This is an optimization exercise on Yosys and OpenROAD, whose aim is small area, a short achievable clock period and few clock cycles, not a production implementation.
The RTL of this run was laid out without a check of its function.

### config.mk
export PLATFORM = sky130hd
export DESIGN_NAME = cordic_core
export DESIGN_NICKNAME = cordic_core
export VERILOG_FILES = /design/flow/design.v
export SDC_FILE = /design/flow/constraint.sdc
export NUM_CORES = 4
export LEC_CHECK = 0
export ABC_AREA = 1
export CAP_MARGIN = 20
export CORE_MARGIN = 2
export CORE_UTILIZATION = 40
export SLEW_MARGIN = 20
### constraint.sdc
create_clock -name core_clock -period 12.0 [get_ports {clk}]
set_input_delay 2.4000 -clock core_clock [delete_from_list [all_inputs] [get_ports {clk}]]
set_output_delay 2.4000 -clock core_clock [all_outputs]
set_load 0.01 [all_outputs]
### design.v
`timescale 1ns / 1ps
module cordic_core(input clk, input rst, input start, input [3:0] func, input [15:0] op1, input [15:0] op2,
    output busy, output done, output [31:0] result);
    reg busy_r, done_r;
    reg first;
    reg [1:0] pst;
    reg [3:0] f;
    reg m_cir, m_asn, m_acs, m_hro, m_hve;
    reg [3:0] cnt;
    reg [3:0] sh_lo, sh_hi;
    reg signed [15:0] x, y, t;
    reg [15:0] z;
    reg r16, rhi;
    reg lt, zsg, ypos;
    assign busy = busy_r;
    assign done = done_r;
    assign result = {{15{rhi}}, r16, z};
    wire circular = (f[3:1] == 3'd0) | (f[3:1] == 3'd1);
    wire m_ln = f[3];
    wire m_hrot = (f == 4'd4) | (f == 4'd5) | (f == 4'd6);
    reg [15:0] rom;
    always @(*)
    begin
        if(circular)
            case(cnt)
                4'd0: rom = 16'b0011001001000011;
                4'd1: rom = 16'b0001110110101100;
                4'd2: rom = 16'b0000111110101101;
                4'd3: rom = 16'b0000011111110101;
                4'd4: rom = 16'b0000001111111110;
                4'd5: rom = 16'b0000000111111111;
                4'd6: rom = 16'b0000000011111111;
                4'd7: rom = 16'b0000000001111111;
                4'd8: rom = 16'b0000000000111111;
                4'd9: rom = 16'b0000000000011111;
                4'd10: rom = 16'b0000000000001111;
                4'd11: rom = 16'b0000000000000111;
                4'd12: rom = 16'b0000000000000011;
                4'd13: rom = 16'b0000000000000001;
                default: rom = 16'd0;
            endcase
        else if(m_ln)
            case(cnt)
                4'd1: rom = 16'b0100011001001110;
                4'd2: rom = 16'b0010000010110000;
                4'd3: rom = 16'b0001000000010100;
                4'd4: rom = 16'b0000100000000010;
                4'd5: rom = 16'b0000010000000000;
                4'd6: rom = 16'b0000001000000000;
                4'd7: rom = 16'b0000000100000000;
                4'd8: rom = 16'b0000000010000000;
                4'd9: rom = 16'b0000000001000000;
                4'd10: rom = 16'b0000000000100000;
                4'd11: rom = 16'b0000000000010000;
                4'd12: rom = 16'b0000000000001000;
                4'd13: rom = 16'b0000000000000100;
                4'd14: rom = 16'b0000000000000010;
                default: rom = 16'd0;
            endcase
        else
            case(cnt)
                4'd1: rom = 16'b0010001100100111;
                4'd2: rom = 16'b0001000001011000;
                4'd3: rom = 16'b0000100000001010;
                4'd4: rom = 16'b0000010000000001;
                4'd5: rom = 16'b0000001000000000;
                4'd6: rom = 16'b0000000100000000;
                4'd7: rom = 16'b0000000010000000;
                4'd8: rom = 16'b0000000001000000;
                4'd9: rom = 16'b0000000000100000;
                4'd10: rom = 16'b0000000000010000;
                4'd11: rom = 16'b0000000000001000;
                4'd12: rom = 16'b0000000000000100;
                4'd13: rom = 16'b0000000000000010;
                4'd14: rom = 16'b0000000000000001;
                default: rom = 16'd0;
            endcase
    end
    wire d0 = ~t[15] & (t != 16'd0);
    wire mc = ({x[1:0], 4'd0} < x[5:0]);
    wire pp1 = (pst == 2'd2);
    wire sub_x = (m_cir & y[15]) | (m_asn & lt) | (m_acs & lt) | (m_hro & zsg) | (m_hve & ypos) | pp1;
    wire sub_y = (m_cir & ~y[15]) | (m_asn & ~lt) | (m_acs & ~lt) | (m_hro & zsg) | (m_hve & ypos);
    wire sub_z = (m_cir & y[15]) | (m_asn & ~lt) | (m_acs & lt) | (m_hro & ~zsg) | (m_hve & ~ypos);
    wire cin_x = pp1 ? ~mc : sub_x;
    wire [15:0] xs, ys;
    shift_r4 shx(x, sh_lo, sh_hi, xs);
    shift_r4 shy(y, sh_lo, sh_hi, ys);
    wire [16:0] zs = first ? {1'b0, (m_hrot ? t : 16'h0000)} : {r16, z};
    wire [15:0] yb = xs ^ {16{sub_y}};
    wire [17:0] xn2 = {x[15], x, 1'b1} + {({ys[15], ys} ^ {17{sub_x}}), cin_x};
    wire [16:0] yn2 = {y, 1'b1} + {yb, sub_y};
    wire [17:0] zn2 = {zs, 1'b1} + {({1'b0, rom} ^ {17{sub_z}}), sub_z};
    wire [16:0] xn = xn2[17:1];
    wire [15:0] yn = yn2[16:1];
    wire [16:0] zn = zn2[17:1];
    wire [15:0] zk = {y[14:0] | yb[14:0], sub_y};
    wire yn_zero = &(~(y ^ yb ^ zk));
    wire ypos_next = ~yn[15] & ~yn_zero;
    wire [16:0] ca = {y[15], y};
    wire [16:0] cb = {xs[15], xs} ^ {17{~lt}};
    wire [16:0] cc = ~{t[15], t};
    wire [16:0] cs_s = ca ^ cb ^ cc;
    wire [16:0] cs_c = (ca & cb) | (ca & cc) | (cb & cc);
    wire [17:0] cs_v = {cs_s, 1'b1} + {cs_c[15:0], 1'b1, ~lt};
    wire lt_next = cs_v[17];
    wire lt_first = d0 ? (t > 16'sh26DD) : (t > -16'sh26DD);
    wire [15:0] xln = {op1[15:14] + 2'b01, op1[13:0]};
    wire [15:0] yln = {op1[15:14] - 2'b01, op1[13:0]};
    wire [3:0] cnt_nx = (pst == 2'd1) ? 4'd6 : (pst == 2'd2) ? 4'd2 : cnt + 4'd1;
    wire [3:0] sh_lo_nx = 4'd1 << cnt_nx[1:0];
    wire [3:0] sh_hi_nx = 4'd1 << cnt_nx[3:2];
    wire last = (f == 4'd0 || f[3:1] == 3'd1) ? (cnt == 4'd13) :
                ((f == 4'd7 || m_ln) ? (cnt == 4'd14) : (cnt == 4'd15));
    always @(posedge clk)
    begin
        if(rst)
        begin
            busy_r <= 0;
            done_r <= 0;
            first <= 0;
            pst <= 0;
        end
        else if(!busy_r)
        begin
            if(start)
            begin
                busy_r <= 1;
                done_r <= 0;
                first <= 1;
                pst <= 0;
            end
        end
        else if(pst != 2'd0)
        begin
            pst <= pst + 2'd1;
            if(pst == 2'd3)
            begin
                busy_r <= 0;
                done_r <= 1;
            end
        end
        else
        begin
            first <= 0;
            if(last)
            begin
                if(f == 4'd1)
                    pst <= 2'd1;
                else if(f == 4'd6)
                    pst <= 2'd3;
                else
                begin
                    busy_r <= 0;
                    done_r <= 1;
                end
            end
        end
    end
    always @(posedge clk)
    begin
        if(!busy_r)
        begin
            x <= func[3] ? xln : op1;
            y <= func[3] ? yln : op2;
            t <= op1;
            f <= func;
            m_cir <= (func[3:1] == 3'd0);
            m_acs <= (func[3:1] == 3'd1) & ~func[0];
            m_asn <= (func[3:1] == 3'd1) & func[0];
            m_hro <= (func[3:1] == 3'd2) | (func[3:0] == 4'd6);
            m_hve <= (func[3:0] == 4'd7) | func[3];
            zsg <= op1[15];
            ypos <= func[3] ? (~yln[15] & (yln != 16'd0)) : (~op2[15] & (op2 != 16'd0));
            cnt <= {3'd0, func[3] | func[2]};
            sh_lo <= (func[3] | func[2]) ? 4'b0010 : 4'b0001;
            sh_hi <= 4'b0001;
        end
        else if(pst == 2'd1)
        begin
            y <= x;
            cnt <= cnt_nx;
            sh_lo <= sh_lo_nx;
            sh_hi <= sh_hi_nx;
        end
        else if(pst == 2'd2)
        begin
            x <= xn[15:0];
            cnt <= cnt_nx;
            sh_lo <= sh_lo_nx;
            sh_hi <= sh_hi_nx;
        end
        else if(pst == 2'd3)
        begin
            r16 <= xn[16];
            if(f == 4'd1)
            begin
                z <= xn[16:1];
                rhi <= xn[16];
            end
            else
            begin
                z <= xn[15:0];
                rhi <= 0;
            end
        end
        else
        begin
            cnt <= cnt_nx;
            sh_lo <= sh_lo_nx;
            sh_hi <= sh_hi_nx;
            lt <= first ? lt_first : lt_next;
            zsg <= zn[15];
            ypos <= ypos_next;
            r16 <= m_ln & zn[16];
            rhi <= 0;
            if(first && (m_asn || m_acs))
            begin
                x <= 16'h26DD;
                y <= d0 ? 16'h26DD : -16'sh26DD;
                if(m_acs)
                    z <= d0 ? 16'h6487 - 16'h3243 : 16'h6487 + 16'h3243;
                else
                    z <= d0 ? 16'h3243 : -16'sh3243;
            end
            else
            begin
                if(first && m_hro)
                begin
                    if(f == 4'd5)
                    begin
                        x <= zsg ? -16'sh2800 : 16'sh2800;
                        y <= 16'h5000;
                    end
                    else
                    begin
                        x <= 16'h5000;
                        y <= zsg ? -16'sh2800 : 16'sh2800;
                    end
                end
                else
                begin
                    x <= xn[15:0];
                    y <= yn;
                end
                z <= zn[15:0];
            end
            if(last)
            begin
                if(f == 4'd1 || f == 4'd6)
                begin
                    m_cir <= 0;
                    m_hro <= 0;
                end
                if(f == 4'd4 || f == 4'd5)
                    z <= xn[15:0];
            end
        end
    end
endmodule
module shift_r4(input [15:0] v, input [3:0] lo, input [3:0] hi, output [15:0] o);
    wire [18:0] ve = {{3{v[15]}}, v};
    wire [27:0] s1e;
    wire [15:0] s1;
    genvar b;
    generate
        for(b = 0; b < 16; b = b + 1)
        begin : g
            assign s1[b] = (lo[0] & ve[b]) | (lo[1] & ve[b + 1]) | (lo[2] & ve[b + 2]) | (lo[3] & ve[b + 3]);
        end
    endgenerate
    assign s1e = {{12{s1[15]}}, s1};
    generate
        for(b = 0; b < 16; b = b + 1)
        begin : h
            assign o[b] = (hi[0] & s1e[b]) | (hi[1] & s1e[b + 4]) | (hi[2] & s1e[b + 8]) | (hi[3] & s1e[b + 12]);
        end
    endgenerate
endmodule
### flow/run.sh
#!/bin/bash
# Standard synthesis and floorplan, then the standard layout with buf_4 port buffers and
# repair_timing (after CTS and global routing) aiming for a larger setup margin.
set -euo pipefail
bash standard.sh synth > flow_synth.log 2>&1
bash standard.sh floorplan > flow_floorplan.log 2>&1
bash standard.sh SETUP_SLACK_MARGIN=8.0 TNS_END_PERCENT=0 "BUFFER_PORTS_ARGS=-buffer_cell sky130_fd_sc_hd__buf_4" finish > flow_layout.log 2>&1
### standard.sh
#!/bin/bash
# synth_recipe.tcl (not shown) runs the flow's synth.tcl, then flattens the netlist and writes it again
# the make line also repeats each setting of config.mk as NAME=value (left out here)
make -C /OpenROAD-flow-scripts/flow DESIGN_CONFIG=/design/flow/config.mk WORK_HOME=/design/flow/orfs CLKGATE_MAP_FILE= SYNTH_SCRIPT=/design/flow/synth_recipe.tcl "${@:-finish}"
==> run summary <==
-- Yosys cell counts (all sizes together), types with 22 or more instances --
cell	instances	area (um^2)
nand2	385	1540
inv	213	805
o21ai	139	718
a21oi	130	662
nor2	121	528
nand3	104	578
ha	97	1210
edfxtp	83	2490
xor2	68	603
buf	44	314
o22ai	36	225
clkbuf	29	113
o211ai	22	180
-- cells by family after synthesis --
family                   Yosys count  synth area share (%)
AO/OA/AOI/OAI                    421                  21.7
flip-flops                        95                  23.2
XOR/XNOR                          83                  6.29
buffers and inverters            294                  10.7
adder cells (fa/ha/maj)          114                  13.2
AND/OR/NAND/NOR                  660                  25.0
-- layout by cell type, fill, tap and decap left out, types with 21 or more instances in the layout --
master and instances:
xor2_1 67, buf_4 95, nand2_1 359, inv_1 194, edfxtp_1 83, o21ai_0 113
nand3_1 94, ha_1 95, nand2_2 21, o22ai_1 36, a21oi_1 122, nor2_1 108
-- registers in the layout, indices dropped and copies added (netlist names), 2 cells and up --
signal and count:
x 16, t 16, sh_lo 4, pst 2, sh_hi 4, z 16
f 4, y 16, cnt 4
-- through the flow --
step | hold slack, ns | util, % | area (um^2) | std cells
5_1_grt | 0.577 | 45.3 | 13100 | 2091
2_1_floorplan | 0.484 | - | 11800 | 1667
4_1_cts | 0.562 | 44.5 | 12800 | 2082
6_report | 0.559 | 45.3 | 13100 | 2091
3_5_place_dp | 0.543 | 43.1 | 12500 | 2058
3_3_place_gp | 0.537 | 43.1 | 12500 | 2058
-- what timing repair did --
item	4_1_cts	5_1_grt
pin swaps	1	4
cloned	1	1
buffers inserted	7	8
setup endpoints to repair	35	36
gates resized for setup	6	45
-- how the worst max path moves through the flow --
stage / startpoint / to / slack, ns / depth (start not counted)
after global placement: sh_lo[2] / y[6] / 7.50 / 18
after CTS: y[14] / z[10] / 7.98 / 18
after detailed placement: sh_lo[3] / ypos / 7.51 / 16
after floorplan: sh_lo[1] / lt / 8.54 / 19
after global routing: y[13] / x[15] / 7.93 / 18
final: y[13] / z[12] / 8.12 / 17
-- final cells by class --
type / instances / area [um^2] / share of cell area (%)
repair inverters: 2 / 15.0 / 0.115
inverters: 221 / 863 / 6.61
clock inverters: 7 / 86.3 / 0.661
well taps: 384 / 480 / 3.68
clock buffers: 9 / 225 / 1.72
multi-input cells: 1278 / 7940 / 60.8
repair buffers: 95 / 713 / 5.46
flip-flops and latches: 95 / 2740 / 20.9
-- worst max-delay path: cells and delay by family, from the launching register on --
| family | cells | cell delay (ns) |
|---|---|---|
| AOI/OAI and AO/OA | 9 | 1.60 |
| xor gates and xnor gates | 2 | 0.56 |
| adders and majority gates | 1 | 0.20 |
| buffers and inverters | 3 | 0.44 |
| DFF | 1 | 0.59 |
| and+or+nand+nor | 2 | 0.18 |
-- per-layer routing --
metal,vias to the layer above,global-route usage [%],part of all wire [%]
li1,5761,-,-
met1,5925,43.3,43
met2,670,48.3,45
met3,111,3.53,8.7
met4,0,10.1,3.8
met5,-,0,0
==> run_results.csv <==
group,metric,value,unit
setup_path,end_kind,"register",
cts,cts_tree,"built",
run_status,status,"timing/DRC/antenna clean",
floorplanning,die_y,176,um
floorplanning,io-pin-count,73,
job,maxCapViolations,0,
setup_path,path_cells,"inv_1 > o22ai_1 > a221oi_2 > o221ai_1 > xnor2_1 > inv_1 > ha_1 > a21oi_1 > o21ai_0 > a21oi_1 > o21ai_2 > nand2_1 > nand2_1 > xnor2_2 > inv_1 > o21ai_0 > o21ai_1",
layout,nets,1855,
cts,cts_buffer_depth,2,
cts,clock_sinks,95,
min_path,hp-class,"reg -> reg",
cts,clock_latency,0.38,ns
min_path,hold_path_depth,2,
setup_path,crit_path_start_kind,"register",
setup_path,slowest_delay,0.59,ns
drt,ant_nets,0,
setup_path,r2r_cells,17,
cts,htree_levels,3,
setup_path,cp_slowest_cell,"edfxtp_1",
setup_path,arrival,3.96,ns
floorplanning,die_w,176,um
timing,setup_viol,0,
synth,yosysWarnings,1,
layout,final.fill_count,3068,
timing,maxSlewViolCount,0,
synth,synthFlopType,"edfxtp_1",
setup_path,cpMostUsedCell,"inv_1",
setup_path,rrSetupSlack,8.12,ns
synth,ys_seq_area_share,23.2,%
grt,grt_overflow_total,0,
drt,wl_per_cell,22.9,um
layout,diodes,0,
timing,fin_tns_setup,0,ns
synth,synthCells,1667,
synth,synthArstFlopShare,0,%
grt,grt_max_degree,57,
drt,first_iter_violations,1946,
cts,cts_hold_buf,0,
min_path,whs_endpoint,"done_r",
timing,layout_setup_ws,8.12,ns
cts,path_clk_slew,0.09,ns
layout,drive_gt1_share,13.7,%
synth,synth_cell_type_count,64,
timing,rsz0062_at_grt,"true",
min_path,min_from,"done_r",
placement,dp_slack,7.51,ns
drt,dr.pass1.iters,5,
setup_path,reg2reg_from,"y[13]",
drt,totalWireLength,47.8,mm
floorplanning,num_rows,62,
grt,antenna_found_initial,0,
drt,via_per_inst,5.96,
floorplanning,start_util,40.9,%
timing,min_period_over_period,32.3,%
cts,cts_root_buf,"clkbuf_16",
synth,synth_edf_count,83,
timing,hold_viol_final,0,
grt,grt_pass1_vias,11300,
placement,port_buffers,72,
synth,synth.avg_cell_area,7.08,um^2
grt,grt_pass1_wl,70.8,mm
timing,max_freq,258,MHz
timing,skew,0.0204,ns
setup_path,cp_max_fo,5,
placement,dpl.hpwl,38.6,mm
setup_path,reg2reg_to,"z[12]",
setup_path,worstSetupPathType,"reg -> reg",
synth,synth-seq-cells,95,
setup_path,cp.required,12.08,ns
cts,numCtsBuffers,9,
synth,synth_nets,1820,
drt,via_count,12500,
synth,synthesis.area,11800,um^2
drt,drc,0,
placement,place_congestion,1.00,
timing,worst_pin_slew,1.00,ns
grt,grt.total_usage,30.6,%
layout,areaGrowthSynthToFinish,10.7,%
timing,period_minus_slack,3.88,ns
timing,max_slew_margin,33.2,%
floorplanning,design.core.area,28900,um^2
floorplanning,die-area,30900,um^2

-- re-timing with driven ports --
The flow's constraints put no driver on any port. The routed layout listed below was extracted and timed again, unchanged, in two steps. Step 1, drivers: a clkbuf_16 drives clk and a buf_2 each remaining input, both assumed. Step 2 times the ports against the registers' clock, not the clock port: input delays grow and output delays shrink by t, the midpoint of the rising clock arrivals with the driver on. a / b / c = no drivers / after step 1 / after step 2; a / b = the first two.
t (ns): 0.420
setup slack, ns: 8.119 / 8.119 / 7.787
hold WS [ns]: 0.559 / 0.559 / 0.559
worst slew at a driven data input, ns: 0.05
After both steps setup and hold are still met in this run. The setup slack of this run moves by 0.000 ns with the drivers and by -0.332 ns with both steps.
